This design comes from an exercise in tuning for small area and a short achievable clock period on the open sky130 flow, not from production work. Only simulation tests tie the RTL to the original design; equivalence was not proved. Power figures rest on the tool's default switching activity, not on a simulated workload.

File: design/flow/config.mk
export PLATFORM = sky130hd
export DESIGN_NAME = fp16MAC
export DESIGN_NICKNAME = fp16MAC
export VERILOG_FILES = /design/flow/design.v
export SDC_FILE = /design/flow/constraint.sdc
export NUM_CORES = 4
export LEC_CHECK = 0
export ABC_AREA = 1
export CAP_MARGIN = 20
export CORE_MARGIN = 2
export CORE_UTILIZATION = 55
export CTS_BUF_LIST = sky130_fd_sc_hd__clkbuf_8
export SLEW_MARGIN = 20
export SYNTH_HIERARCHICAL = 1
File: design/flow/constraint.sdc
create_clock -name core_clock -period 15.5 [get_ports {CLK}]
set_input_delay 3.1000 -clock core_clock [delete_from_list [all_inputs] [get_ports {CLK}]]
set_output_delay 3.1000 -clock core_clock [all_outputs]
set_load 0.01 [all_outputs]
File: design/flow/design.v
module fm_sk #(parameter N = 8) (a, b, cin, sum, cout);
	input  [N-1:0] a, b;
	input          cin;
	output [N-1:0] sum;
	output         cout;
	localparam L = (N >= 16) ? 5 : (N >= 8) ? 4 : (N >= 4) ? 3 : (N >= 2) ? 2 : 1;
	wire [N:0] g0 = {a & b, cin};
	wire [N:0] p0 = {a ^ b, 1'b0};
	wire [N:0] g [0:L];
	wire [N:0] p [0:L];
	assign g[0] = g0;
	assign p[0] = p0;
	genvar l, i;
	generate
		for (l = 0; l < L; l = l + 1) begin : lv
			for (i = 0; i <= N; i = i + 1) begin : bt
				if (((i >> l) & 1) == 1) begin : comb
					localparam integer J = ((i >> l) << l) - 1;
					assign g[l+1][i] = g[l][i] | (p[l][i] & g[l][J]);
					assign p[l+1][i] = p[l][i] & p[l][J];
				end else begin : pass
					assign g[l+1][i] = g[l][i];
					assign p[l+1][i] = p[l][i];
				end
			end
		end
	endgenerate
	assign sum  = p0[N:1] ^ g[L][N-1:0];
	assign cout = g[L][N];
endmodule
module fm_inc #(parameter N = 8) (a, inc, sum, cout);
	input  [N-1:0] a;
	input          inc;
	output [N-1:0] sum;
	output         cout;
	wire [N:0] c;
	assign c[0] = inc;
	genvar i;
	generate
		for (i = 1; i <= N; i = i + 1) begin : bt
			assign c[i] = inc & (&a[i-1:0]);
		end
	endgenerate
	assign sum  = a ^ c[N-1:0];
	assign cout = c[N];
endmodule
module fm_mul_pre(a, b, s, e, c);
	input  [15:0] a, b;
	output        s;
	output [4:0]  e;
	output [1:0]  c;
	wire za  = ~|a[14:0];
	wire zb  = ~|b[14:0];
	wire ia  = &a[14:10];
	wire ib  = &b[14:10];
	wire nan = (ia & |a[9:0]) | (ib & |b[9:0]);
	wire z   = za | zb;
	wire i   = ia | ib;
	assign s = a[15] ^ b[15];
	assign e = a[14:10] + b[14:10];
	assign c = (nan | (z & i)) ? 2'd3 : z ? 2'd0 : i ? 2'd2 : 2'd1;
endmodule
module fm_mul_prod(ma, mb, m, st);
	input  [9:0]  ma, mb;
	output [12:0] m;
	output        st;
	wire pp_0_0 = ma[0] & mb[0];
	wire pp_0_1 = ma[0] & mb[1];
	wire pp_0_2 = ma[0] & mb[2];
	wire pp_0_3 = ma[0] & mb[3];
	wire pp_0_4 = ma[0] & mb[4];
	wire pp_0_5 = ma[0] & mb[5];
	wire pp_0_6 = ma[0] & mb[6];
	wire pp_0_7 = ma[0] & mb[7];
	wire pp_0_8 = ma[0] & mb[8];
	wire pp_0_9 = ma[0] & mb[9];
	wire pp_1_0 = ma[1] & mb[0];
	wire pp_1_1 = ma[1] & mb[1];
	wire pp_1_2 = ma[1] & mb[2];
	wire pp_1_3 = ma[1] & mb[3];
	wire pp_1_4 = ma[1] & mb[4];
	wire pp_1_5 = ma[1] & mb[5];
	wire pp_1_6 = ma[1] & mb[6];
	wire pp_1_7 = ma[1] & mb[7];
	wire pp_1_8 = ma[1] & mb[8];
	wire pp_1_9 = ma[1] & mb[9];
	wire pp_2_0 = ma[2] & mb[0];
	wire pp_2_1 = ma[2] & mb[1];
	wire pp_2_2 = ma[2] & mb[2];
	wire pp_2_3 = ma[2] & mb[3];
	wire pp_2_4 = ma[2] & mb[4];
	wire pp_2_5 = ma[2] & mb[5];
	wire pp_2_6 = ma[2] & mb[6];
	wire pp_2_7 = ma[2] & mb[7];
	wire pp_2_8 = ma[2] & mb[8];
	wire pp_2_9 = ma[2] & mb[9];
	wire pp_3_0 = ma[3] & mb[0];
	wire pp_3_1 = ma[3] & mb[1];
	wire pp_3_2 = ma[3] & mb[2];
	wire pp_3_3 = ma[3] & mb[3];
	wire pp_3_4 = ma[3] & mb[4];
	wire pp_3_5 = ma[3] & mb[5];
	wire pp_3_6 = ma[3] & mb[6];
	wire pp_3_7 = ma[3] & mb[7];
	wire pp_3_8 = ma[3] & mb[8];
	wire pp_3_9 = ma[3] & mb[9];
	wire pp_4_0 = ma[4] & mb[0];
	wire pp_4_1 = ma[4] & mb[1];
	wire pp_4_2 = ma[4] & mb[2];
	wire pp_4_3 = ma[4] & mb[3];
	wire pp_4_4 = ma[4] & mb[4];
	wire pp_4_5 = ma[4] & mb[5];
	wire pp_4_6 = ma[4] & mb[6];
	wire pp_4_7 = ma[4] & mb[7];
	wire pp_4_8 = ma[4] & mb[8];
	wire pp_4_9 = ma[4] & mb[9];
	wire pp_5_0 = ma[5] & mb[0];
	wire pp_5_1 = ma[5] & mb[1];
	wire pp_5_2 = ma[5] & mb[2];
	wire pp_5_3 = ma[5] & mb[3];
	wire pp_5_4 = ma[5] & mb[4];
	wire pp_5_5 = ma[5] & mb[5];
	wire pp_5_6 = ma[5] & mb[6];
	wire pp_5_7 = ma[5] & mb[7];
	wire pp_5_8 = ma[5] & mb[8];
	wire pp_5_9 = ma[5] & mb[9];
	wire pp_6_0 = ma[6] & mb[0];
	wire pp_6_1 = ma[6] & mb[1];
	wire pp_6_2 = ma[6] & mb[2];
	wire pp_6_3 = ma[6] & mb[3];
	wire pp_6_4 = ma[6] & mb[4];
	wire pp_6_5 = ma[6] & mb[5];
	wire pp_6_6 = ma[6] & mb[6];
	wire pp_6_7 = ma[6] & mb[7];
	wire pp_6_8 = ma[6] & mb[8];
	wire pp_6_9 = ma[6] & mb[9];
	wire pp_7_0 = ma[7] & mb[0];
	wire pp_7_1 = ma[7] & mb[1];
	wire pp_7_2 = ma[7] & mb[2];
	wire pp_7_3 = ma[7] & mb[3];
	wire pp_7_4 = ma[7] & mb[4];
	wire pp_7_5 = ma[7] & mb[5];
	wire pp_7_6 = ma[7] & mb[6];
	wire pp_7_7 = ma[7] & mb[7];
	wire pp_7_8 = ma[7] & mb[8];
	wire pp_7_9 = ma[7] & mb[9];
	wire pp_8_0 = ma[8] & mb[0];
	wire pp_8_1 = ma[8] & mb[1];
	wire pp_8_2 = ma[8] & mb[2];
	wire pp_8_3 = ma[8] & mb[3];
	wire pp_8_4 = ma[8] & mb[4];
	wire pp_8_5 = ma[8] & mb[5];
	wire pp_8_6 = ma[8] & mb[6];
	wire pp_8_7 = ma[8] & mb[7];
	wire pp_8_8 = ma[8] & mb[8];
	wire pp_8_9 = ma[8] & mb[9];
	wire pp_9_0 = ma[9] & mb[0];
	wire pp_9_1 = ma[9] & mb[1];
	wire pp_9_2 = ma[9] & mb[2];
	wire pp_9_3 = ma[9] & mb[3];
	wire pp_9_4 = ma[9] & mb[4];
	wire pp_9_5 = ma[9] & mb[5];
	wire pp_9_6 = ma[9] & mb[6];
	wire pp_9_7 = ma[9] & mb[7];
	wire pp_9_8 = ma[9] & mb[8];
	wire pp_9_9 = ma[9] & mb[9];
	wire hs0 = pp_0_9 ^ pp_1_8;
	wire hc0 = pp_0_9 & pp_1_8;
	wire fs1 = ma[0] ^ pp_1_9 ^ pp_2_8;
	wire fc1 = (ma[0] & pp_1_9) | (ma[0] & pp_2_8) | (pp_1_9 & pp_2_8);
	wire hs2 = pp_3_7 ^ pp_4_6;
	wire hc2 = pp_3_7 & pp_4_6;
	wire fs3 = ma[1] ^ pp_2_9 ^ pp_3_8;
	wire fc3 = (ma[1] & pp_2_9) | (ma[1] & pp_3_8) | (pp_2_9 & pp_3_8);
	wire hs4 = pp_4_7 ^ pp_5_6;
	wire hc4 = pp_4_7 & pp_5_6;
	wire fs5 = ma[2] ^ pp_3_9 ^ pp_4_8;
	wire fc5 = (ma[2] & pp_3_9) | (ma[2] & pp_4_8) | (pp_3_9 & pp_4_8);
	wire hs6 = pp_0_6 ^ pp_1_5;
	wire hc6 = pp_0_6 & pp_1_5;
	wire fs7 = pp_0_7 ^ pp_1_6 ^ pp_2_5;
	wire fc7 = (pp_0_7 & pp_1_6) | (pp_0_7 & pp_2_5) | (pp_1_6 & pp_2_5);
	wire hs8 = pp_3_4 ^ pp_4_3;
	wire hc8 = pp_3_4 & pp_4_3;
	wire fs9 = pp_0_8 ^ pp_1_7 ^ pp_2_6;
	wire fc9 = (pp_0_8 & pp_1_7) | (pp_0_8 & pp_2_6) | (pp_1_7 & pp_2_6);
	wire fs10 = pp_3_5 ^ pp_4_4 ^ pp_5_3;
	wire fc10 = (pp_3_5 & pp_4_4) | (pp_3_5 & pp_5_3) | (pp_4_4 & pp_5_3);
	wire hs11 = pp_6_2 ^ pp_7_1;
	wire hc11 = pp_6_2 & pp_7_1;
	wire fs12 = hs0 ^ pp_2_7 ^ pp_3_6;
	wire fc12 = (hs0 & pp_2_7) | (hs0 & pp_3_6) | (pp_2_7 & pp_3_6);
	wire fs13 = pp_4_5 ^ pp_5_4 ^ pp_6_3;
	wire fc13 = (pp_4_5 & pp_5_4) | (pp_4_5 & pp_6_3) | (pp_5_4 & pp_6_3);
	wire fs14 = pp_7_2 ^ pp_8_1 ^ pp_9_0;
	wire fc14 = (pp_7_2 & pp_8_1) | (pp_7_2 & pp_9_0) | (pp_8_1 & pp_9_0);
	wire fs15 = hc0 ^ fs1 ^ hs2;
	wire fc15 = (hc0 & fs1) | (hc0 & hs2) | (fs1 & hs2);
	wire fs16 = pp_5_5 ^ pp_6_4 ^ pp_7_3;
	wire fc16 = (pp_5_5 & pp_6_4) | (pp_5_5 & pp_7_3) | (pp_6_4 & pp_7_3);
	wire fs17 = pp_8_2 ^ pp_9_1 ^ mb[0];
	wire fc17 = (pp_8_2 & pp_9_1) | (pp_8_2 & mb[0]) | (pp_9_1 & mb[0]);
	wire fs18 = fc1 ^ hc2 ^ fs3;
	wire fc18 = (fc1 & hc2) | (fc1 & fs3) | (hc2 & fs3);
	wire fs19 = hs4 ^ pp_6_5 ^ pp_7_4;
	wire fc19 = (hs4 & pp_6_5) | (hs4 & pp_7_4) | (pp_6_5 & pp_7_4);
	wire fs20 = pp_8_3 ^ pp_9_2 ^ mb[1];
	wire fc20 = (pp_8_3 & pp_9_2) | (pp_8_3 & mb[1]) | (pp_9_2 & mb[1]);
	wire fs21 = fc3 ^ hc4 ^ fs5;
	wire fc21 = (fc3 & hc4) | (fc3 & fs5) | (hc4 & fs5);
	wire fs22 = pp_5_7 ^ pp_6_6 ^ pp_7_5;
	wire fc22 = (pp_5_7 & pp_6_6) | (pp_5_7 & pp_7_5) | (pp_6_6 & pp_7_5);
	wire fs23 = pp_8_4 ^ pp_9_3 ^ mb[2];
	wire fc23 = (pp_8_4 & pp_9_3) | (pp_8_4 & mb[2]) | (pp_9_3 & mb[2]);
	wire fs24 = fc5 ^ ma[3] ^ pp_4_9;
	wire fc24 = (fc5 & ma[3]) | (fc5 & pp_4_9) | (ma[3] & pp_4_9);
	wire fs25 = pp_5_8 ^ pp_6_7 ^ pp_7_6;
	wire fc25 = (pp_5_8 & pp_6_7) | (pp_5_8 & pp_7_6) | (pp_6_7 & pp_7_6);
	wire fs26 = pp_8_5 ^ pp_9_4 ^ mb[3];
	wire fc26 = (pp_8_5 & pp_9_4) | (pp_8_5 & mb[3]) | (pp_9_4 & mb[3]);
	wire fs27 = ma[4] ^ pp_5_9 ^ pp_6_8;
	wire fc27 = (ma[4] & pp_5_9) | (ma[4] & pp_6_8) | (pp_5_9 & pp_6_8);
	wire fs28 = pp_7_7 ^ pp_8_6 ^ pp_9_5;
	wire fc28 = (pp_7_7 & pp_8_6) | (pp_7_7 & pp_9_5) | (pp_8_6 & pp_9_5);
	wire fs29 = ma[5] ^ pp_6_9 ^ pp_7_8;
	wire fc29 = (ma[5] & pp_6_9) | (ma[5] & pp_7_8) | (pp_6_9 & pp_7_8);
	wire hs30 = pp_0_4 ^ pp_1_3;
	wire hc30 = pp_0_4 & pp_1_3;
	wire fs31 = pp_0_5 ^ pp_1_4 ^ pp_2_3;
	wire fc31 = (pp_0_5 & pp_1_4) | (pp_0_5 & pp_2_3) | (pp_1_4 & pp_2_3);
	wire hs32 = pp_3_2 ^ pp_4_1;
	wire hc32 = pp_3_2 & pp_4_1;
	wire fs33 = hs6 ^ pp_2_4 ^ pp_3_3;
	wire fc33 = (hs6 & pp_2_4) | (hs6 & pp_3_3) | (pp_2_4 & pp_3_3);
	wire fs34 = pp_4_2 ^ pp_5_1 ^ pp_6_0;
	wire fc34 = (pp_4_2 & pp_5_1) | (pp_4_2 & pp_6_0) | (pp_5_1 & pp_6_0);
	wire fs35 = hc6 ^ fs7 ^ hs8;
	wire fc35 = (hc6 & fs7) | (hc6 & hs8) | (fs7 & hs8);
	wire fs36 = pp_5_2 ^ pp_6_1 ^ pp_7_0;
	wire fc36 = (pp_5_2 & pp_6_1) | (pp_5_2 & pp_7_0) | (pp_6_1 & pp_7_0);
	wire fs37 = fc7 ^ hc8 ^ fs9;
	wire fc37 = (fc7 & hc8) | (fc7 & fs9) | (hc8 & fs9);
	wire fs38 = fs10 ^ hs11 ^ pp_8_0;
	wire fc38 = (fs10 & hs11) | (fs10 & pp_8_0) | (hs11 & pp_8_0);
	wire fs39 = fc9 ^ fc10 ^ hc11;
	wire fc39 = (fc9 & fc10) | (fc9 & hc11) | (fc10 & hc11);
	wire fs40 = fs12 ^ fs13 ^ fs14;
	wire fc40 = (fs12 & fs13) | (fs12 & fs14) | (fs13 & fs14);
	wire fs41 = fc12 ^ fc13 ^ fc14;
	wire fc41 = (fc12 & fc13) | (fc12 & fc14) | (fc13 & fc14);
	wire fs42 = fs15 ^ fs16 ^ fs17;
	wire fc42 = (fs15 & fs16) | (fs15 & fs17) | (fs16 & fs17);
	wire fs43 = fc15 ^ fc16 ^ fc17;
	wire fc43 = (fc15 & fc16) | (fc15 & fc17) | (fc16 & fc17);
	wire fs44 = fs18 ^ fs19 ^ fs20;
	wire fc44 = (fs18 & fs19) | (fs18 & fs20) | (fs19 & fs20);
	wire fs45 = fc18 ^ fc19 ^ fc20;
	wire fc45 = (fc18 & fc19) | (fc18 & fc20) | (fc19 & fc20);
	wire fs46 = fs21 ^ fs22 ^ fs23;
	wire fc46 = (fs21 & fs22) | (fs21 & fs23) | (fs22 & fs23);
	wire fs47 = fc21 ^ fc22 ^ fc23;
	wire fc47 = (fc21 & fc22) | (fc21 & fc23) | (fc22 & fc23);
	wire fs48 = fs24 ^ fs25 ^ fs26;
	wire fc48 = (fs24 & fs25) | (fs24 & fs26) | (fs25 & fs26);
	wire fs49 = fc24 ^ fc25 ^ fc26;
	wire fc49 = (fc24 & fc25) | (fc24 & fc26) | (fc25 & fc26);
	wire fs50 = fs27 ^ fs28 ^ mb[4];
	wire fc50 = (fs27 & fs28) | (fs27 & mb[4]) | (fs28 & mb[4]);
	wire fs51 = fc27 ^ fc28 ^ fs29;
	wire fc51 = (fc27 & fc28) | (fc27 & fs29) | (fc28 & fs29);
	wire fs52 = pp_8_7 ^ pp_9_6 ^ mb[5];
	wire fc52 = (pp_8_7 & pp_9_6) | (pp_8_7 & mb[5]) | (pp_9_6 & mb[5]);
	wire fs53 = fc29 ^ ma[6] ^ pp_7_9;
	wire fc53 = (fc29 & ma[6]) | (fc29 & pp_7_9) | (ma[6] & pp_7_9);
	wire fs54 = pp_8_8 ^ pp_9_7 ^ mb[6];
	wire fc54 = (pp_8_8 & pp_9_7) | (pp_8_8 & mb[6]) | (pp_9_7 & mb[6]);
	wire fs55 = ma[7] ^ pp_8_9 ^ pp_9_8;
	wire fc55 = (ma[7] & pp_8_9) | (ma[7] & pp_9_8) | (pp_8_9 & pp_9_8);
	wire hs56 = pp_0_3 ^ pp_1_2;
	wire hc56 = pp_0_3 & pp_1_2;
	wire fs57 = hs30 ^ pp_2_2 ^ pp_3_1;
	wire fc57 = (hs30 & pp_2_2) | (hs30 & pp_3_1) | (pp_2_2 & pp_3_1);
	wire fs58 = hc30 ^ fs31 ^ hs32;
	wire fc58 = (hc30 & fs31) | (hc30 & hs32) | (fs31 & hs32);
	wire fs59 = fc31 ^ hc32 ^ fs33;
	wire fc59 = (fc31 & hc32) | (fc31 & fs33) | (hc32 & fs33);
	wire fs60 = fc33 ^ fc34 ^ fs35;
	wire fc60 = (fc33 & fc34) | (fc33 & fs35) | (fc34 & fs35);
	wire fs61 = fc35 ^ fc36 ^ fs37;
	wire fc61 = (fc35 & fc36) | (fc35 & fs37) | (fc36 & fs37);
	wire fs62 = fc37 ^ fc38 ^ fs39;
	wire fc62 = (fc37 & fc38) | (fc37 & fs39) | (fc38 & fs39);
	wire fs63 = fc39 ^ fc40 ^ fs41;
	wire fc63 = (fc39 & fc40) | (fc39 & fs41) | (fc40 & fs41);
	wire fs64 = fc41 ^ fc42 ^ fs43;
	wire fc64 = (fc41 & fc42) | (fc41 & fs43) | (fc42 & fs43);
	wire fs65 = fc43 ^ fc44 ^ fs45;
	wire fc65 = (fc43 & fc44) | (fc43 & fs45) | (fc44 & fs45);
	wire fs66 = fc45 ^ fc46 ^ fs47;
	wire fc66 = (fc45 & fc46) | (fc45 & fs47) | (fc46 & fs47);
	wire fs67 = fc47 ^ fc48 ^ fs49;
	wire fc67 = (fc47 & fc48) | (fc47 & fs49) | (fc48 & fs49);
	wire fs68 = fc49 ^ fc50 ^ fs51;
	wire fc68 = (fc49 & fc50) | (fc49 & fs51) | (fc50 & fs51);
	wire fs69 = fc51 ^ fc52 ^ fs53;
	wire fc69 = (fc51 & fc52) | (fc51 & fs53) | (fc52 & fs53);
	wire fs70 = fc53 ^ fc54 ^ fs55;
	wire fc70 = (fc53 & fc54) | (fc53 & fs55) | (fc54 & fs55);
	wire fs71 = fc55 ^ ma[8] ^ pp_9_9;
	wire fc71 = (fc55 & ma[8]) | (fc55 & pp_9_9) | (ma[8] & pp_9_9);
	wire hs72 = pp_0_2 ^ pp_1_1;
	wire hc72 = pp_0_2 & pp_1_1;
	wire fs73 = hs56 ^ pp_2_1 ^ pp_3_0;
	wire fc73 = (hs56 & pp_2_1) | (hs56 & pp_3_0) | (pp_2_1 & pp_3_0);
	wire fs74 = hc56 ^ fs57 ^ pp_4_0;
	wire fc74 = (hc56 & fs57) | (hc56 & pp_4_0) | (fs57 & pp_4_0);
	wire fs75 = fc57 ^ fs58 ^ pp_5_0;
	wire fc75 = (fc57 & fs58) | (fc57 & pp_5_0) | (fs58 & pp_5_0);
	wire fs76 = fc58 ^ fs59 ^ fs34;
	wire fc76 = (fc58 & fs59) | (fc58 & fs34) | (fs59 & fs34);
	wire fs77 = fc59 ^ fs60 ^ fs36;
	wire fc77 = (fc59 & fs60) | (fc59 & fs36) | (fs60 & fs36);
	wire fs78 = fc60 ^ fs61 ^ fs38;
	wire fc78 = (fc60 & fs61) | (fc60 & fs38) | (fs61 & fs38);
	wire fs79 = fc61 ^ fs62 ^ fs40;
	wire fc79 = (fc61 & fs62) | (fc61 & fs40) | (fs62 & fs40);
	wire fs80 = fc62 ^ fs63 ^ fs42;
	wire fc80 = (fc62 & fs63) | (fc62 & fs42) | (fs63 & fs42);
	wire fs81 = fc63 ^ fs64 ^ fs44;
	wire fc81 = (fc63 & fs64) | (fc63 & fs44) | (fs64 & fs44);
	wire fs82 = fc64 ^ fs65 ^ fs46;
	wire fc82 = (fc64 & fs65) | (fc64 & fs46) | (fs65 & fs46);
	wire fs83 = fc65 ^ fs66 ^ fs48;
	wire fc83 = (fc65 & fs66) | (fc65 & fs48) | (fs66 & fs48);
	wire fs84 = fc66 ^ fs67 ^ fs50;
	wire fc84 = (fc66 & fs67) | (fc66 & fs50) | (fs67 & fs50);
	wire fs85 = fc67 ^ fs68 ^ fs52;
	wire fc85 = (fc67 & fs68) | (fc67 & fs52) | (fs68 & fs52);
	wire fs86 = fc68 ^ fs69 ^ fs54;
	wire fc86 = (fc68 & fs69) | (fc68 & fs54) | (fs69 & fs54);
	wire fs87 = fc69 ^ fs70 ^ mb[7];
	wire fc87 = (fc69 & fs70) | (fc69 & mb[7]) | (fs70 & mb[7]);
	wire fs88 = fc70 ^ fs71 ^ mb[8];
	wire fc88 = (fc70 & fs71) | (fc70 & mb[8]) | (fs71 & mb[8]);
	wire fs89 = fc71 ^ ma[9] ^ mb[9];
	wire fc89 = (fc71 & ma[9]) | (fc71 & mb[9]) | (ma[9] & mb[9]);
	wire [21:0] ra = {1'b0, fc89, fc88, fc87, fc86, fc85, fc84, fc83, fc82, fc81, fc80, fc79, fc78, fc77, fc76, fc75, fc74, fc73, hc72, hs72, pp_0_1, pp_0_0};
	wire [21:0] rb = {1'b0, 1'b1, fs89, fs88, fs87, fs86, fs85, fs84, fs83, fs82, fs81, fs80, fs79, fs78, fs77, fs76, fs75, fs74, fs73, pp_2_0, pp_1_0, 1'b0};
	wire [21:0] p;
	wire        pc;
	fm_sk #(22) u_cpa(.a(ra), .b(rb), .cin(1'b0), .sum(p), .cout(pc));
	assign m  = p[21:9];
	assign st = |p[8:0];
endmodule
module fm_mul_round(s, e, c, m, st, p);
	input         s;
	input  [4:0]  e;
	input  [1:0]  c;
	input  [12:0] m;      
	input         st;     
	output [15:0] p;
	wire hi = m[12];
	wire r  = hi ? m[1] : m[0];
	wire g  = hi ? m[2] : m[1];
	wire sk = st | (hi & m[0]);
	wire up = r & (g | sk);
	wire [10:0] k  = hi ? m[12:2] : m[11:1];
	wire [11:0] kp = {1'b0, k} + up;
	wire        cy = hi | kp[11];
	wire [9:0]  f  = kp[11] ? kp[10:1] : kp[9:0];
	wire [4:0]  ex = e + {3'b100, cy, ~cy};         
	reg [14:0] mag;
	always @(*) begin
		case (c)
			2'd0: mag = 15'h0000;
			2'd1: mag = {ex, f};
			2'd2: mag = 15'h7c00;
			default: mag = 15'h7c01;
		endcase
	end
	assign p = {s, mag};
endmodule
module fm_add(A, B, Y);
	input  [15:0] A, B;
	output [15:0] Y;
	wire       sA = A[15], sB = B[15];
	wire [4:0] eA = A[14:10], eB = B[14:10];
	wire [9:0] mA = A[9:0],   mB = B[9:0];
	wire zA  = ~|eA;
	wire zB  = ~|eB;
	wire iA  = &eA;
	wire iB  = &eB;
	wire nan = (iA & |mA) | (iB & |mB);
	wire sub = sA ^ sB;
	wire [4:0] dab, dba;
	wire       cab, cba;
	fm_sk #(5) u_dab(.a(eA), .b(~eB), .cin(1'b1), .sum(dab), .cout(cab));    
	fm_sk #(5) u_dba(.a(eB), .b(~eA), .cin(1'b1), .sum(dba), .cout(cba));    
	wire [9:0] mdum;
	wire       cm;
	fm_sk #(10) u_mc(.a(mA), .b(~mB), .cin(1'b1), .sum(mdum), .cout(cm));    
	wire       d0   = cab & cba;
	wire       ge   = cab;                       
	wire       gm   = cab & (~cba | cm);         
	wire [4:0] d    = ge ? dab : dba;
	wire [4:0] emax = ge ? eA : eB;
	wire [10:0] Mbig = gm ? {1'b1, mA} : {1'b1, mB};
	wire [10:0] Msm  = gm ? {1'b1, mB} : {1'b1, mA};
	wire        sbig = gm ? sA : sB;
	wire [21:0] yal = {Msm, 11'b0} >> d;
	wire        st8 = |yal[8:0];
	wire        st9 = st8 | yal[9];
	wire        st10 = st9 | yal[10];
	wire [11:0] H;
	wire        Hc;
	fm_sk #(12) u_h(.a({1'b0, Mbig}), .b({12{sub}} ^ {1'b0, yal[21:11]}), .cin(sub & ~st10), .sum(H), .cout(Hc));
	wire        R10 = yal[10] ^ (sub & st9);
	wire        R9  = yal[9]  ^ (sub & st8);
	wire        n0 = H[11];
	wire        n1 = ~H[11] & H[10];
	wire        n2 = ~H[11] & ~H[10];
	wire [10:0] fk = ({11{n0}} & H[11:1]) | ({11{n1}} & H[10:0]) | ({11{n2}} & {H[9:0], R10});
	wire        fr = (n0 & H[0]) | (n1 & R10) | (n2 & R9);
	wire        fg = (n0 & H[1]) | (n1 & H[0]) | (n2 & R10);
	wire        fs = (n0 & st10) | (n1 & st9) | (n2 & st8);
	wire        fup = fr & (fg | fs);
	wire [10:0] fkp;
	wire        fov;
	fm_inc #(11) u_fi(.a(fk), .inc(fup), .sum(fkp), .cout(fov));
	wire [4:0]  emp1, emp2, emm1;
	wire        dc0, dc1, dc2;
	fm_inc #(5) u_e1(.a(emax), .inc(1'b1), .sum(emp1), .cout(dc0));
	fm_inc #(5) u_e2(.a(emp1), .inc(1'b1), .sum(emp2), .cout(dc1));
	fm_sk  #(5) u_e3(.a(emax), .b(5'b11111), .cin(1'b0), .sum(emm1), .cout(dc2));
	wire [4:0]  fe = n0 ? (fov ? emp2 : emp1) :
	                 n1 ? (fov ? emp1 : emax) :
	                      (fov ? emax : emm1);
	wire [14:0] far_mag = {fe, fkp[9:0]};
	wire [11:0] T = {H[10:0], R10};
	reg [3:0] lz;
	always @(*) begin
		casez (T[10:0])
			11'b1??????????: lz = 4'd0;
			11'b01?????????: lz = 4'd1;
			11'b001????????: lz = 4'd2;
			11'b0001???????: lz = 4'd3;
			11'b00001??????: lz = 4'd4;
			11'b000001?????: lz = 4'd5;
			11'b0000001????: lz = 4'd6;
			11'b00000001???: lz = 4'd7;
			11'b000000001??: lz = 4'd8;
			default:         lz = 4'd9;
		endcase
	end
	wire [10:0] V  = T[10:0] << lz;
	wire [4:0]  en;
	wire        enc;
	fm_sk #(5) u_en(.a(emax), .b(~{1'b0, lz}), .cin(1'b0), .sum(en), .cout(enc));    
	wire        nv = V[10];
	wire [15:0] near_res = nv ? {sbig, en, V[9:0]} : {6'b0, V[9:0]};
	wire        near_sel = sub & (d0 | ((d == 5'd1) & ~T[11]));
	wire [15:0] normal = near_sel ? near_res : {sbig, far_mag};
	assign Y = nan ? 16'h7c01 :
	           zA  ? B :
	           zB  ? A :
	           (iA | iB) ? (sub ? 16'h7c01 : {sA, 15'h7c00}) :
	           normal;
endmodule
module fp16MAC(a, b, acc, CLK, RESETn);
	input [15:0] a, b;
	input CLK, RESETn;
	output reg [15:0] acc;
	wire        pre_s;
	wire [4:0]  pre_e;
	wire [1:0]  pre_c;
	fm_mul_pre u_pre(.a(a), .b(b), .s(pre_s), .e(pre_e), .c(pre_c));
	reg        in_s;
	reg [1:0]  in_c;
	reg [4:0]  in_e;
	reg [9:0]  in_ma, in_mb;
	wire [12:0] mul_m;
	wire        mul_st;
	fm_mul_prod u_prod(.ma(in_ma), .mb(in_mb), .m(mul_m), .st(mul_st));
	reg        md_s;
	reg [1:0]  md_c;
	reg [4:0]  md_e;
	reg [12:0] md_m;
	reg        md_st;
	wire [15:0] prod_w;
	fm_mul_round u_rnd(.s(md_s), .e(md_e), .c(md_c), .m(md_m), .st(md_st), .p(prod_w));
	reg [15:0] prod;
	wire [15:0] sum_w;
	fm_add u_add(.A(acc), .B(prod), .Y(sum_w));
	always @(posedge CLK, negedge RESETn) begin
		if (!RESETn) begin
			in_s <= 1'b0;
			in_c <= 2'd0;
			md_s <= 1'b0;
			md_c <= 2'd0;
			prod <= 16'd0;
			acc  <= 16'd0;
		end else begin
			in_s <= pre_s;
			in_c <= pre_c;
			md_s <= in_s;
			md_c <= in_c;
			prod <= prod_w;
			acc  <= sum_w;
		end
	end
	always @(posedge CLK) begin
		in_e  <= pre_e;
		in_ma <= a[9:0];
		in_mb <= b[9:0];
		md_e  <= in_e;
		md_m  <= mul_m;
		md_st <= mul_st;
	end
endmodule
File: design/flow/flow/run.sh
#!/bin/bash
# Own flow: the standard layout (standard.sh, unchanged ORFS scripts)
# with three changes:
#  - its own synthesis script, flow/own_synth.tcl (see there);
#  - repair_timing aims for 9.8 ns of setup slack (SETUP_SLACK_MARGIN),
#    i.e. it sizes the critical paths for about a 5.7 ns clock, while the
#    design is still laid out and signed off at the design's period;
#  - the ports are buffered with buf_1 cells instead of the larger delay
#    buffers buffer_ports picks by default (every port is still buffered).
# Floorplan, power grid, placement, clock tree and routing are otherwise the
# standard flow's.  Each make step writes its full log under orfs/logs/; the
# make output itself goes to standard.log here.
set -euo pipefail
cp config.mk own_config.mk
echo 'export BUFFER_PORTS_ARGS = -buffer_cell sky130_fd_sc_hd__buf_1' >> own_config.mk
sed -E -e "s#SYNTH_SCRIPT=[^ ]+#SYNTH_SCRIPT=$PWD/flow/own_synth.tcl SETUP_SLACK_MARGIN=9.8 ABC_LOAD_IN_FF=2#" \
       -e "s#DESIGN_CONFIG=[^ ]+#DESIGN_CONFIG=$PWD/own_config.mk#" standard.sh > own_standard.sh
grep -q "SYNTH_SCRIPT=$PWD/flow/own_synth.tcl" own_standard.sh
grep -q "DESIGN_CONFIG=$PWD/own_config.mk" own_standard.sh
bash own_standard.sh > standard.log 2>&1
File: design/flow/flow/abc_area.script
strash
dch
amap
topo
stime -c
buffer -c
upsize -c
dnsize -c
File: design/flow/flow/abc_fast.script
strash
balance
rewrite
refactor
balance
rewrite -z
refactor -z
balance
rewrite -z
refactor -z
balance
dch
map -B 0.9
topo
stime -c
buffer -c
upsize -c
dnsize -c
File: design/flow/flow/own_synth.tcl
set own_dir [file dirname [file normalize [info script]]]
proc synth {args} {
  if {[lsearch -exact $args "fine:"] >= 0} {
    yosys synth -nofsm -noshare -noabc {*}$args
  } else {
    yosys synth -nofsm -noshare {*}$args
  }
}
proc extract_fa {args} { yosys extract_fa {*}$args fm_mul_prod }
proc keep_hierarchy {args} {
  foreach m {fm_add fm_mul_prod fm_mul_round} { yosys setattr -mod -set keep_hierarchy 1 $m }
}
proc abc {args} {
  global own_dir
  set i [expr {[lsearch -exact $args -script] + 1}]
  yosys abc {*}[lreplace $args $i $i $own_dir/abc_fast.script] fm_add
  yosys abc {*}[lreplace $args $i $i $own_dir/abc_area.script] fm_mul_prod fm_mul_round fp16MAC
}
source $::env(SCRIPTS_DIR)/synth.tcl
# left out here: clear keep_hierarchy, flatten, clean up, hide names made inside functions, write 1_2_yosys.v
File: design/flow/standard.sh
#!/bin/bash
# synth_recipe.tcl (not shown) runs the flow's synth.tcl, then flattens the netlist and writes it again
# the make line also repeats each setting of config.mk as NAME=value (left out here)
make -C /OpenROAD-flow-scripts/flow DESIGN_CONFIG=/design/flow/config.mk WORK_HOME=/design/flow/orfs CLKGATE_MAP_FILE= SYNTH_SCRIPT=/design/flow/synth_recipe.tcl "${@:-finish}"
==> impl_metrics.json, run 1 <==
{
  "cp-endpoint": "md_m[7]",
  "finalNetCount": 1630,
  "clk_pin_slew_worst_paths_ns": 0.10,
  "final_layout_size_suffix_gt1_share_pct": 13.4,
  "crit_path_end_kind": "flip-flop",
  "initial_core_util_pct": 56.7,
  "setup_viol": 0,
  "peakVddDrop_mv": 0.120,
  "ys_warn_count": 13,
  "ys_seq_area_share_pct": 18.6,
  "synthDominantCellAreaShare_pct": 17.0,
  "fmax_mhz": 187,
  "fin_crit_ns": 5.34,
  "synth_top_family_by_area": "simple AND/OR/NAND/NOR gates",
  "wl_met2_um": 14100,
  "cts_num_sinks": 82,
  "finalHoldViolCount": 0,
  "grt_pass1_wl_um": 44500,
  "die_w_um": 138,
  "routed.top_layer": "met4",
  "holdBufCountCts": 0,
  "post-place-ws_ns": 9.40,
  "drc_errors": 0,
  "antenna_found_initial": 0,
  "cts_buffer_depth": 2,
  "synth_flop_cell": "dfxtp_1",
  "rsz0062_at_grt": "no",
  "port_buffers": 49,
  "core_um2": 17400,
  "worstSetupPathType": "flip-flop to flip-flop",
  "r2r_cells": 17,
  "num_vias": 9902,
  "layout_common_cells": "341 x nand2_1, 197 x nor2_1, 124 x nand3_1",
  "outcome": "timing/DRC/antenna clean",
  "firstDrtPassIters": 7,
  "min-delay-start": "in_e[2]",
  "hold_path_class": "flip-flop to flip-flop",
  "syn_area_um2": 9870,
  "dieArea_um2": 19000,
  "leakage_nw": 5.19,
  "wl_per_cell_um": 16.9,
  "startpoint_type": "flip-flop",
  "syn_area_per_cell_um2": 6.92,
  "final_common_cell": "nand2_1",
  "synthDistinctLibCells": 71,
  "max_cap_violations": 0,
  "drt_wl_total_um": 28900,
  "async_flop_share_pct": 46.3,
  "finalPower_mw": 1.66,
  "placed_cell_area_um2": 10000,
  "synth-adder-area-share_pct": 20.6,
  "postRouteAntennaNets": 0,
  "synth_seq_cells": 82,
  "cts_tree": "done",
  "fp.dieH_um": 138,
  "vias_per_cell": 5.78,
  "cts_root_buf": "clkbuf_8",
  "cp.required_ns": 15.77,
  "reg2reg_from": "in_ma[2]",
  "routabilityCongestion": 0.933,
  "synth_compound_area_share_pct": 13.8,
  "slew-limit-headroom_pct": 31.8,
  "synth_xor_area_share_pct": 1.86,
  "powerDensity_nw_per_um2": 154,
  "rrSetupSlack_ns": 10.16,
  "rows": 48,
  "cp_data_arrival_time_ns": 5.61,
  "startpoint": "in_ma[2]",
  "synthMuxAreaShare_pct": 0,
  "final_cells": 1714,
  "ios": 50,
  "slew_viol_final": 0,
  "grt-ovfl-total": 0,
  "synthCells": 1426,
  "fin_ws_ns": 10.16,
  "drt_iter0_drc": 694,
  "grt_max_degree": 39,
  "clk_latency_ns": 0.37,
  "worst_pin_slew_ns": 1.02,
  "cts_buffers": 9,
  "synth_edf_count": 0,
  "period_share_pct": 34.5,
  "synthesis.nets": 1572,
  "n_antenna_cell": 0,
  "htreeDepth": 3,
  "skew_ns": 0.00857,
  "design_area_um2": 10800,
  "grtUsageTotal_pct": 29.9,
  "yosysTopAreaCell": "fa_1",
  "area_growth_pct": 9.32,
  "synth_area_leaders": "fa_1 17%, nand2_1 13%, dfrtp_1 9.6%",
  "place_inst": 1656,
  "wl_met3_um": 1880,
  "timing.rr.end": "md_m[7]",
  "grt_pass1_vias": 8808,
  "synthSimpleGateAreaFrac_pct": 36.2,
  "critPathMaxFanout": 10,
  "wl_met1_um": 11800,
  "finalSetupTns_ns": 0,
  "dp_hpwl_um": 22300
}
## final cells by class
| class | count | area (um^2) |
|---|---|---|
| tap | 225 | 282 |
| multi-input combinational | 1148 | 7380 |
| clock buffer | 9 | 124 |
| sequential | 82 | 1850 |
| clock inverter | 7 | 81.3 |
| inverter | 156 | 598 |
| timing repair buffer | 87 | 483 |
| fill | 1670 | 6630 |
## per-layer routing
metal  track usage [%]  up-vias
met5                 0        -
met4              10.5        0
met3              4.71       77
met2              52.5      419
met1              37.4     4637
li1                  -     4769
## stage by stage
step	hold WS [ns]	utilization [%]
2_1_floorplan	0.310	-
3_3_place_gp	0.312	57.6
3_5_place_dp	0.312	57.6
4_1_cts	0.335	58.9
5_1_grt	0.343	62.0
6_report	0.335	62.0
## per-module statistics from Yosys (local to each module, per instance)
module        copies in the design  area, um^2
fm_add                           1        4270
fm_mul_prod                      1        3040
fm_mul_round                     1         449
fp16MAC                          1        2110
## power by group
part           total, mW  internal (mW)  switching (mW)
Sequential         0.307          0.261          0.0452
Combinational       1.20          0.423           0.773
Clock              0.161         0.0646          0.0965
Total               1.66          0.749           0.915
## cell families (layout without fill, tap and decap cells)
kind of cell / count (synthesis) / count (layout)
and+or+nand+nor: 795 / 800
AOI/OAI and AO/OA: 218 / 218
buffers and inverters: 201 / 259
adders and majority gates: 112 / 112
DFF: 82 / 82
xor gates and xnor gates: 18 / 18
## critical path, cell delays in order (launching register included)
cell and delay (ns):
dfxtp_1 0.39, clkinv_1 0.32, nor2_1 0.24, fa_1 0.46, fa_1 0.49, fa_1 0.46
fa_1 0.54, fa_1 0.42, ha_1 0.33, a21oi_1 0.17, nor2_1 0.09, nor3_1 0.20
o32ai_2 0.14, a41oi_4 0.29, inv_1 0.11, fa_1 0.45, nor2_1 0.10, a21oi_1 0.04
## sequential cells by signal (all words and copies together) (netlist names), 2 cells and up
signal and flops:
acc 16, prod 16, md_m 13, in_ma 10, in_mb 10, in_e 5, md_e 5, in_c 2
md_c 2
## repair_timing
| item | in CTS | in global routing |
|---|---|---|
| pin swaps | 0 | 15 |
| buffers inserted | 0 | 37 |
| gates cloned | 0 | 5 |
| gates resized for setup | 6 | 55 |
| setup endpoints to repair | 16 | 16 |
## synthesized netlist by cell type, types with 14 or more instances
cell type  count
fa_1          84
nand3_2       14
buf_4         20
nand2_1      350
o21ai_1       26
nand2_2       25
clkinv_1      24
dfxtp_1       44
nor2_1       197
dfrtp_1       38
a21oi_1       64
nor3_1        14
inv_2         18
nand3_1      129
ha_1          28
inv_1        113
xor2_1        15
o21ai_0       57
## worst min-delay path by stage
stage	endpoint	cells after the start	slack (ns)
2_1_floorplan	md_e[0]	0	0.31
3_3_place_gp	md_e[3]	0	0.31
3_5_place_dp	md_e[2]	0	0.31
4_1_cts	md_e[2]	0	0.34
5_1_grt	md_e[0]	0	0.34
6_report	md_e[2]	0	0.33
==> run 2, diff against run 1 <==
--- a/design/flow/flow/run.sh
+++ b/design/flow/flow/run.sh
@@ -15,3 +15,3 @@
 echo 'export BUFFER_PORTS_ARGS = -buffer_cell sky130_fd_sc_hd__buf_1' >> own_config.mk
-sed -E -e "s#SYNTH_SCRIPT=[^ ]+#SYNTH_SCRIPT=$PWD/flow/own_synth.tcl SETUP_SLACK_MARGIN=9.8 ABC_LOAD_IN_FF=2#" \
+sed -E -e "s#SYNTH_SCRIPT=[^ ]+#SYNTH_SCRIPT=$PWD/flow/own_synth.tcl SETUP_SLACK_MARGIN=9.8 ABC_LOAD_IN_FF=15#" \
        -e "s#DESIGN_CONFIG=[^ ]+#DESIGN_CONFIG=$PWD/own_config.mk#" standard.sh > own_standard.sh
==> run 2 against run 1 <==
Against the previous run: still clean; register-to-register slack improved by 0.03 ns; first-iteration DRC count stayed put; clock power shrank 9%; combinational power about the same; synthesized area is 1.0% higher; worst hold slack worse by 0.011 ns; maximum frequency increased by 0.52%; die area is 1.0% higher; utilization shrank 2.5 points; sequential share of layout area rose by 0.13 points; global-route usage shrank 1.0 points; critical endpoint unchanged; largest power group unchanged.
==> impl_metrics.json, run 2 <==
{
  "setup_viol": 0,
  "port_buffers": 49,
  "slew-limit-headroom_pct": 37.0,
  "cp.required_ns": 15.75,
  "critPathMaxFanout": 10,
  "synthDistinctLibCells": 73,
  "final_common_cell": "nand2_1",
  "finalSetupTns_ns": 0,
  "outcome": "timing/DRC/antenna clean",
  "fin_crit_ns": 5.31,
  "drc_errors": 0,
  "fmax_mhz": 188,
  "slew_viol_final": 0,
  "period_share_pct": 34.3,
  "die_w_um": 139,
  "final_cells": 1698,
  "grt_max_degree": 39,
  "antenna_found_initial": 0,
  "grt_pass1_vias": 9286,
  "grt-ovfl-total": 0,
  "clk_latency_ns": 0.36,
  "postRouteAntennaNets": 0,
  "drt_iter0_drc": 694,
  "cts_tree": "done",
  "num_vias": 9682,
  "drt_wl_total_um": 28100,
  "top_regs": "acc (16), prod (16), md_m (13)",
  "p_comb_share_pct": 71.9,
  "ys_seq_area_share_pct": 18.4,
  "crit_path_end_kind": "flip-flop",
  "core_um2": 17900,
  "clk_pin_slew_worst_paths_ns": 0.09,
  "worst_pin_slew_ns": 0.945,
  "sw_frac_of_total_pct": 54.5,
  "synthCells": 1428,
  "finalHoldViolCount": 0,
  "worstSetupPathType": "flip-flop to flip-flop",
  "cts_buffer_depth": 2,
  "synth.most_common_cell": "nand2_1",
  "fillers": 1766,
  "startpoint_type": "flip-flop",
  "yosysTopAreaCell": "fa_1",
  "async_flop_share_pct": 46.3,
  "synth_area_leaders": "fa_1 17%, nand2_1 13%, dfrtp_1 9.5%",
  "cts_buffers": 9,
  "cp_data_arrival_time_ns": 5.56,
  "ios": 50,
  "n_antenna_cell": 0,
  "initial_core_util_pct": 55.7,
  "place_inst": 1662,
  "cts_root_buf": "clkbuf_8",
  "powerDensity_nw_per_um2": 154,
  "pwr-share-seq_pct": 19.1,
  "peakVddDrop_mv": 0.0873,
  "syn_area_per_cell_um2": 6.98,
  "final_layout_size_suffix_gt1_share_pct": 13.0,
  "synthesis.nets": 1574,
  "fp.dieH_um": 139,
  "dp_hpwl_um": 22600,
  "ys_warn_count": 13,
  "p_sw_uw": 890,
  "synth_flop_cell": "dfxtp_1",
  "layout_common_cells": "339 x nand2_1, 199 x nor2_1, 131 x nand3_1",
  "area_growth_pct": 6.75,
  "synth_edf_count": 0,
  "vias_per_cell": 5.70,
  "dieArea_um2": 19200,
  "rsz0062_at_grt": "yes",
  "routabilityCongestion": 0.953,
  "cts_num_sinks": 82,
  "rows": 49,
  "skew_ns": 0.00845,
  "syn_area_um2": 9970,
  "wl_per_cell_um": 16.5,
  "leakage_nw": 5.12,
  "holdBufCountCts": 0,
  "finalNetCount": 1610,
  "p_int_uw": 744,
  "grtUsageTotal_pct": 28.9,
  "max_cap_violations": 0,
  "hold_path_class": "flip-flop to flip-flop",
  "synth_seq_cells": 82,
  "firstDrtPassIters": 5,
  "htreeDepth": 3,
  "clock_power_share_pct": 9.0,
  "netlist_top_cells_count": "348 x nand2_1, 199 x nor2_1, 133 x nand3_1",
  "synthDominantCellAreaShare_pct": 16.9,
  "grt_pass1_wl_um": 45500
}
-- run 2: cell types whose count changed after synthesis, sizes merged --
cell	previous run	this run
and2b	0	1
buf	37	39
clkinv	25	26
inv	131	130
nor2b	2	1
-- run 2: final timing paths --
path	to	cells after the start	startpoint	slack (ns)
worst max-delay path	md_m[7]	17	in_ma[2]	10.19
worst min-delay path	md_e[3]	0	in_e[3]	0.32
worst max register to register	md_m[7]	17	in_ma[2]	10.19
worst min register to register	md_e[3]	0	in_e[3]	0.32
max in group asynchronous	acc[14]	1	RESETn	11.98
min in group asynchronous	in_c[1]	1	RESETn	2.88
-- run 2: per-layer routing --
layer	vias to the layer above	global-route usage [%]	part of all wire, %
met5	-	0	0
met4	0	12.3	4.3
met3	77	2.90	4.9
met2	346	50.8	49
met1	4514	36.5	41
li1	4745	-	-
-- run 2: area by class of cell --
class                   instances  area (um^2)  share of cell area (%)
clock buffers                  11          151                    1.42
clock inverters                 5         36.3                   0.341
inverters                     156          596                    5.59
multi-input cells            1150         7440                    69.9
flip-flops and latches         82         1830                    17.2
well taps                     229          287                    2.69
repair buffers                 65          305                    2.87
-- run 2: what timing repair did --
| action | CTS | global route |
|---|---|---|
| endpoints found under the setup margin | 13 | 16 |
| buffers inserted | 3 | 10 |
| pin swaps | 1 | 9 |
| cloned | 1 | 6 |
| resized for setup | 6 | 37 |
-- run 2: power by group through the flow --
| stage | clock (mW) | sequential (mW) | combinational (mW) |
|---|---|---|---|
| 4_1_cts | 0.152 | 0.310 | 1.13 |
| 3_5_place_dp | 0 | 0.315 | 1.12 |
| 2_1_floorplan | 0 | 0.292 | 1.01 |
| 3_3_place_gp | 0 | 0.315 | 1.11 |
| 5_1_grt | 0.161 | 0.317 | 1.33 |
| 6_report | 0.147 | 0.313 | 1.17 |
-- run 2: logic make-up after synthesis --
group | Yosys count | synth area share, %
AO/OA/AOI/OAI | 218 | 14.3
XOR/XNOR | 18 | 1.84
adder cells (fa/ha/maj) | 112 | 20.4
buffers and inverters | 203 | 9.18
flip-flops | 82 | 18.4
AND/OR/NAND/NOR | 795 | 35.9
-- run 2: critical path, stage by stage (launching register included) --
cell	delay (ns)
dfxtp_1	0.36
clkinv_1	0.30
nor2_1	0.25
fa_1	0.46
fa_1	0.48
fa_1	0.46
fa_1	0.54
fa_1	0.41
ha_1	0.34
a21oi_1	0.19
nor2_1	0.11
nor3_1	0.18
o32ai_2	0.12
a41oi_4	0.29
inv_1	0.11
fa_1	0.46
nor2_1	0.10
a21oi_1	0.04
-- run 2: stage by stage --
| stage | power (mW) | utilization, % | setup WS [ns] | area, um^2 | hold slack (ns) |
|---|---|---|---|---|---|
| global placement | 1.43 | 56.6 | 9.40 | 10100 | 0.313 |
| CTS | 1.59 | 57.9 | 9.87 | 10400 | 0.324 |
| detailed placement | 1.44 | 56.6 | 9.39 | 10100 | 0.312 |
| global route | 1.81 | 59.5 | 9.70 | 10600 | 0.331 |
| finish | 1.63 | 59.5 | 10.19 | 10600 | 0.323 |
| floorplan | 1.30 | - | 10.52 | 9970 | 0.310 |
-- run 2: modules after synthesis (local to each module, per instance) --
module	cell area [um^2]	cells
fm_mul_prod	3070	327
fp16MAC	2170	139
fm_mul_round	448	80
fm_add	4290	882
==> run 3, diff against run 2 <==
--- a/design/flow/flow/run.sh
+++ b/design/flow/flow/run.sh
@@ -15,3 +15,3 @@
 echo 'export BUFFER_PORTS_ARGS = -buffer_cell sky130_fd_sc_hd__buf_1' >> own_config.mk
-sed -E -e "s#SYNTH_SCRIPT=[^ ]+#SYNTH_SCRIPT=$PWD/flow/own_synth.tcl SETUP_SLACK_MARGIN=9.8 ABC_LOAD_IN_FF=15#" \
+sed -E -e "s#SYNTH_SCRIPT=[^ ]+#SYNTH_SCRIPT=$PWD/flow/own_synth.tcl SETUP_SLACK_MARGIN=9.8 ABC_LOAD_IN_FF=20#" \
        -e "s#DESIGN_CONFIG=[^ ]+#DESIGN_CONFIG=$PWD/own_config.mk#" standard.sh > own_standard.sh
==> run 3 against run 2 <==
Against the previous run: synthesized area grew 1.3%; critical path type unchanged; synthesized cell count is the same; via count shrank 1.3%; highest routed layer unchanged.
==> impl_metrics.json, run 3 <==
{
  "routabilityCongestion": 0.988,
  "rsz0062_at_grt": "yes",
  "crit_path_end_kind": "flip-flop",
  "clk_pin_slew_worst_paths_ns": 0.08,
  "synthDominantCellAreaShare_pct": 16.6,
  "layout_common_cells": "332 x nand2_1, 193 x nor2_1, 129 x nand3_1",
  "drt_wl_total_um": 28300,
  "die_w_um": 140,
  "ys_warn_count": 13,
  "synth_flop_cell": "dfxtp_1",
  "area_growth_pct": 7.38,
  "ys_seq_area_share_pct": 18.1,
  "hold_path_class": "flip-flop to flip-flop",
  "post-place-ws_ns": 9.38,
  "postRouteAntennaNets": 0,
  "cp_data_arrival_time_ns": 5.61,
  "holdBufCountCts": 0,
  "grtUsageTotal_pct": 29.2,
  "cp.required_ns": 15.76,
  "clk_latency_ns": 0.37,
  "vias_per_cell": 5.64,
  "syn_area_per_cell_um2": 7.07,
  "fp.dieH_um": 140,
  "critPathMaxFanout": 10,
  "holdPathEnd": "md_e[2]",
  "firstDrtPassIters": 5,
  "peakVddDrop_mv": 0.0856,
  "finalSetupTns_ns": 0,
  "netlist_top_cells_count": "342 x nand2_1, 194 x nor2_1, 131 x nand3_1",
  "async_flop_share_pct": 46.3,
  "top_usage_layer": "met2",
  "drt_iter0_drc": 609,
  "fmax_mhz": 187,
  "reg2reg_from": "in_mb[8]",
  "syn_area_um2": 10100,
  "finalNetCount": 1606,
  "outcome": "timing/DRC/antenna clean",
  "synthCells": 1428,
  "worst_pin_slew_ns": 0.940,
  "slew_viol_final": 0,
  "yosysTopAreaCell": "fa_1",
  "powerDensity_nw_per_um2": 160,
  "slew-limit-headroom_pct": 37.4,
  "setup_viol": 0,
  "rows": 49,
  "htreeDepth": 3,
  "grt.met1_usage_pct": 33.8,
  "grt_pass1_wl_um": 45500,
  "grtUsageMet2_pct": 53.6,
  "holdPathStages": 0,
  "drc_errors": 0,
  "startpoint_type": "flip-flop",
  "n_antenna_cell": 0,
  "cts_num_sinks": 82,
  "timing.rr.end": "md_m[7]",
  "cts_buffer_depth": 2,
  "synth_seq_cells": 82,
  "min-delay-start": "in_e[2]",
  "synth_area_leaders": "fa_1 17%, nand2_1 13%, dfrtp_1 9.4%",
  "fin_crit_ns": 5.35,
  "rrSetupSlack_ns": 10.15,
  "r2r_cells": 17,
  "grt-ovfl-total": 0,
  "top_regs": "acc (16), prod (16), md_m (13)",
  "hold_ws_ns": 0.331,
  "cts_root_buf": "clkbuf_8",
  "synthesis.nets": 1574,
  "port_buffers": 49,
  "final_common_cell": "nand2_1",
  "synthDistinctLibCells": 72,
  "finalHoldViolCount": 0,
  "worstSetupPathType": "flip-flop to flip-flop",
  "wl_per_cell_um": 16.7,
  "num_vias": 9557,
  "grt_max_degree": 39,
  "max_cap_violations": 0,
  "synth.most_common_cell": "nand2_1",
  "cts_tree": "done",
  "ios": 50,
  "dieArea_um2": 19500,
  "dp_hpwl_um": 22800,
  "cts_buffers": 9,
  "fillers": 1814,
  "synth_edf_count": 0,
  "skew_ns": 0.0174,
  "final_layout_size_suffix_gt1_share_pct": 13.8,
  "antenna_found_initial": 0,
  "fin_ws_ns": 10.15,
  "core_um2": 18000,
  "leakage_nw": 5.17,
  "grt.met3_usage_pct": 4.54,
  "grt_pass1_vias": 9158,
  "initial_core_util_pct": 56.2,
  "period_share_pct": 34.5
}
[run 3: cell types whose count changed in the layout (fill, tap and decap cells not counted), sizes merged]
cell | before | now
clkinvlp | 1 | 0
nand3 | 144 | 143
nand2 | 385 | 383
bufinv | 0 | 4
inv | 130 | 132
clkinv | 30 | 27
clkbuf | 12 | 9
[run 3: area by class of cell]
class,count,area (um^2),area share (%)
Multi-Input combinational cell,1147,7560,69.7
Sequential cell,82,1840,16.9
Inverter,156,593,5.47
Timing Repair Buffer,64,310,2.86
Tap cell,229,287,2.64
Clock inverter,7,140,1.29
Clock buffer,9,124,1.14
[run 3: worst max path at each step]
stage / from / to / slack (ns) / cells past startpoint
finish: in_mb[8] / md_m[7] / 10.15 / 17
global route: acc[10] / acc[13] / 9.75 / 47
CTS: prod[11] / acc[0] / 9.88 / 40
detailed placement: acc[4] / acc[13] / 9.38 / 45
global placement: acc[4] / acc[13] / 9.42 / 44
floorplan: in_ma[2] / md_m[7] / 10.50 / 18
[run 3: timing repair]
item / 4_1_cts / 5_1_grt
resized for setup: 5 / 39
pin swaps: 0 / 10
buffers inserted: 0 / 13
cloned: 0 / 4
endpoints found under the setup margin: 16 / 16
[run 3: modules after synthesis (local to each module, per instance)]
module	cells inside	area, um^2	flip-flops and latches
fm_add	882	4390	0
fm_mul_prod	327	3110	0
fp16MAC	139	2150	82
fm_mul_round	80	459	0
[run 3: metal layers]
layer | wire (um) | part of all wire [%] | up-vias
li1 | - | - | 4715
met1 | 11400 | 40 | 4480
met2 | 14500 | 51 | 292
met3 | 1330 | 4.7 | 70
met4 | 1110 | 3.9 | 0
met5 | 0 | 0 | -
[run 3: through the flow]
stage | area (um^2) | utilization [%] | std cells | total power [mW]
global placement | 10300 | 57.1 | 1661 | 1.47
global route | 10800 | 60.4 | 1694 | 1.90
finish | 10800 | 60.4 | 1694 | 1.74
detailed placement | 10300 | 57.1 | 1661 | 1.48
floorplan | 10100 | - | 1428 | 1.34
CTS | 10500 | 58.6 | 1677 | 1.70
[run 3: where the power goes]
group          switching, mW  internal [mW]  total [mW]
Sequential            0.0457          0.261       0.306
Clock                 0.0821          0.123       0.205
Combinational          0.794          0.430        1.22
Total                  0.921          0.815        1.74
[run 3: cell families (layout without fill, tap and decap cells)]
group	count (synthesis)	count (layout)	synth area share, %
xor gates and xnor gates	18	18	1.82
AOI/OAI and AO/OA	218	218	14.6
buffers and inverters	203	236	9.12
DFF	82	82	18.1
and+or+nand+nor	795	799	36.3
adders and majority gates	112	112	20.1
[run 3: critical path, cell delays in order, from the launching register on]
cell and delay [ns]:
dfxtp_1 0.37, clkinv_1 0.29, nor2_1 0.22, fa_1 0.46
fa_1 0.45, fa_1 0.47, fa_1 0.58, fa_1 0.42
ha_1 0.36, a21oi_1 0.21, nor2_1 0.12, nor3_1 0.15
o32ai_1 0.13, a41oi_4 0.32, inv_1 0.11, fa_1 0.45
nor2_1 0.10, a21oi_1 0.04
==> run 4, diff against run 3 <==
--- a/design/flow/flow/run.sh
+++ b/design/flow/flow/run.sh
@@ -15,3 +15,3 @@
 echo 'export BUFFER_PORTS_ARGS = -buffer_cell sky130_fd_sc_hd__buf_1' >> own_config.mk
-sed -E -e "s#SYNTH_SCRIPT=[^ ]+#SYNTH_SCRIPT=$PWD/flow/own_synth.tcl SETUP_SLACK_MARGIN=9.8 ABC_LOAD_IN_FF=20#" \
+sed -E -e "s#SYNTH_SCRIPT=[^ ]+#SYNTH_SCRIPT=$PWD/flow/own_synth.tcl SETUP_SLACK_MARGIN=9.6 ABC_LOAD_IN_FF=10#" \
        -e "s#DESIGN_CONFIG=[^ ]+#DESIGN_CONFIG=$PWD/own_config.mk#" standard.sh > own_standard.sh
==> run 4 against run 3 <==
Against the previous run: still clean on timing, DRC and antenna; synthesized cell count barely moved; sequential power barely moved; combinational power fell by 5%; clock skew fell by 0.0071 ns; sequential share of layout area rose by 0.65 points; maximum frequency rose by 0.78%; count of clock-buffer cells in the layout did not move; critical path type unchanged; critical endpoint is now acc[14]; largest power group unchanged.
==> impl_metrics.json, run 4 <==
{
  "fillers": 1740,
  "num_vias": 9470,
  "cts_buffer_depth": 2,
  "grt_pass1_wl_um": 45500,
  "dieArea_um2": 19100,
  "cp.required_ns": 15.76,
  "ys_warn_count": 13,
  "max_cap_violations": 0,
  "synth.most_common_cell": "nand2_1",
  "synth_flop_cell": "dfxtp_1",
  "top_regs": "acc (16), prod (16), md_m (13)",
  "n_antenna_cell": 0,
  "synth_edf_count": 0,
  "routabilityCongestion": 0.947,
  "ios": 50,
  "initial_core_util_pct": 55.6,
  "worstSetupPathType": "flip-flop to flip-flop",
  "drc_errors": 0,
  "rsz0062_at_grt": "no",
  "worst_pin_slew_ns": 0.969,
  "crit_path_end_kind": "flip-flop",
  "grt_max_degree": 39,
  "rows": 49,
  "startpoint_type": "flip-flop",
  "skew_ns": 0.0103,
  "synthDistinctLibCells": 72,
  "die_w_um": 138,
  "fp.dieH_um": 138,
  "worst_path_max_delay_cell": "dfrtp_1",
  "antenna_found_initial": 0,
  "ys_seq_area_share_pct": 18.5,
  "synthCells": 1427,
  "core_um2": 17800,
  "critPathMaxFanout": 31,
  "postRouteAntennaNets": 0,
  "grtUsageTotal_pct": 29.2,
  "cts_buffers": 9,
  "slew-limit-headroom_pct": 35.4,
  "port_buffers": 49,
  "htreeDepth": 3,
  "yosysTopAreaCell": "fa_1",
  "synth_seq_cells": 82,
  "finalPower_mw": 1.62,
  "cts_num_sinks": 82,
  "hold_path_class": "flip-flop to flip-flop",
  "final_common_cell": "nand2_1",
  "cts_root_buf": "clkbuf_8",
  "dp_hpwl_um": 22300,
  "drt_iter0_drc": 670,
  "syn_area_um2": 9930,
  "clk_pin_slew_worst_paths_ns": 0.09,
  "vias_per_cell": 5.63,
  "peakVddDrop_mv": 0.0886,
  "fmax_mhz": 188,
  "wl_per_cell_um": 16.4,
  "leakage_nw": 5.01,
  "drt_wl_total_um": 27700,
  "powerDensity_nw_per_um2": 156,
  "finalSetupTns_ns": 0,
  "area_growth_pct": 4.99,
  "syn_area_per_cell_um2": 6.96,
  "slowest_delay_ns": 0.42,
  "period_share_pct": 34.2,
  "fin_crit_ns": 5.31,
  "synthesis.nets": 1573,
  "synth_area_leaders": "fa_1 17%, nand2_1 13%, dfrtp_1 9.6%",
  "synthDominantCellAreaShare_pct": 16.9,
  "outcome": "timing/DRC/antenna clean",
  "layout_common_cells": "345 x nand2_1, 195 x nor2_1, 134 x nand3_1",
  "grt_pass1_vias": 8987,
  "clk_latency_ns": 0.37,
  "cpMostUsedCell": "nand2_1",
  "finalHoldViolCount": 0,
  "async_flop_share_pct": 46.3,
  "finalNetCount": 1594,
  "grt-ovfl-total": 0,
  "firstDrtPassIters": 5,
  "final_layout_size_suffix_gt1_share_pct": 10.5,
  "netlist_top_cells_count": "350 x nand2_1, 196 x nor2_1, 134 x nand3_1",
  "setup_viol": 0,
  "cts_tree": "done",
  "holdBufCountCts": 0,
  "slew_viol_final": 0,
  "cp_data_arrival_time_ns": 5.56
}
[run 4: stage by stage]
step	hold WS (ns)	instance area (um^2)	setup slack (ns)	instances	utilization, %
after detailed placement	0.313	10100	9.58	1660	56.5
after global placement	0.312	10100	9.60	1660	56.5
after CTS	0.336	10300	9.64	1676	57.6
final	0.334	10400	10.19	1682	58.4
after global routing	0.342	10400	9.61	1682	58.4
after floorplan	0.310	9930	10.54	1427	-
[run 4: power breakdown]
part	total [mW]	leakage [nW]	switching, mW	internal, mW
clock network	0.155	0.0966	0.0926	0.0629
registers	0.308	0.819	0.0481	0.260
logic	1.16	4.09	0.755	0.406
total	1.62	5.01	0.895	0.729
[run 4: layout make-up]
class	count	area, um^2	area share (%)
clock buffer	9	124	1.19
clock inverter	7	72.6	0.696
inverter	156	593	5.69
multi-input combinational	1143	7280	69.8
sequential	82	1830	17.6
tap	229	287	2.75
timing repair buffer	56	238	2.28
[run 4: worst max-delay path, delay by kind of cell, from the launching register on]
kind / cells / cell delay, ns
flip-flops: 1 / 0.42
AND/OR/NAND/NOR: 31 / 3.29
buffers and inverters: 5 / 0.58
AO/OA/AOI/OAI: 5 / 0.86
[run 4: what timing repair did]
action | CTS | global route
gates resized for setup | 1 | 20
pin swaps | 0 | 1
endpoints found under the setup margin | 2 | 16
gates cloned | 0 | 0
buffers inserted | 0 | 6
[run 4: logic make-up after synthesis]
kind of cell	Yosys count	synth area share, %
and+or+nand+nor	795	36.0
AOI/OAI and AO/OA	218	14.0
buffers and inverters	202	9.21
adders and majority gates	112	20.5
DFF	82	18.5
xor gates and xnor gates	18	1.85
[run 4: metal layers]
layer	vias to the layer above	global-route usage, %	share of wire, %
met3	59	3.19	4.8
met2	323	52.6	50
li1	4691	-	-
met5	-	0	0
met4	0	9.34	3.4
met1	4397	36.7	42
[run 4: per-module statistics from Yosys (local to each module, per instance)]
module	area (um^2)	copies in the design	flops+latches	cells
fm_add	4300	1	0	882
fm_mul_round	445	1	0	79
fp16MAC	2120	1	82	139
fm_mul_prod	3060	1	0	327
[run 4: final timing paths]
path | startpoint | end | slack [ns] | cells after the start
worst max-delay path | acc[13] | acc[14] | 10.19 | 41
worst min-delay path | in_e[4] | md_e[4] | 0.33 | 0
worst max register to register | acc[13] | acc[14] | 10.19 | 41
worst min register to register | in_e[4] | md_e[4] | 0.33 | 0
max in group asynchronous | RESETn | acc[8] | 12.03 | 1
min in group asynchronous | RESETn | acc[14] | 2.88 | 1

port drivers added, routing unchanged:
In the flow no input, the clock included, has a driving cell. The finished layouts below were timed again as built, in two steps.
Step 1, drivers: a clkbuf_16 drives CLK and a buf_2 each remaining input, both assumed.
Step 2, shift: input delay + t, output delay - t, t = (earliest + latest rising clock arrival at the registers) / 2. This alone moves slack from input paths to output paths.
a / b / c = ideal ports / drivers / drivers and shift; a / b = the first two.
run	t, ns	setup WS [ns]	worst setup path after step 2
run 1	0.405	10.158 / 10.158 / 10.158	register to register
run 2	0.387	10.186 / 10.186 / 10.186	register to register
run 3	0.404	10.152 / 10.152 / 10.152	register to register
run 4	0.401	10.194 / 10.194 / 10.194	register to register
After both steps every run listed still meets setup and hold.
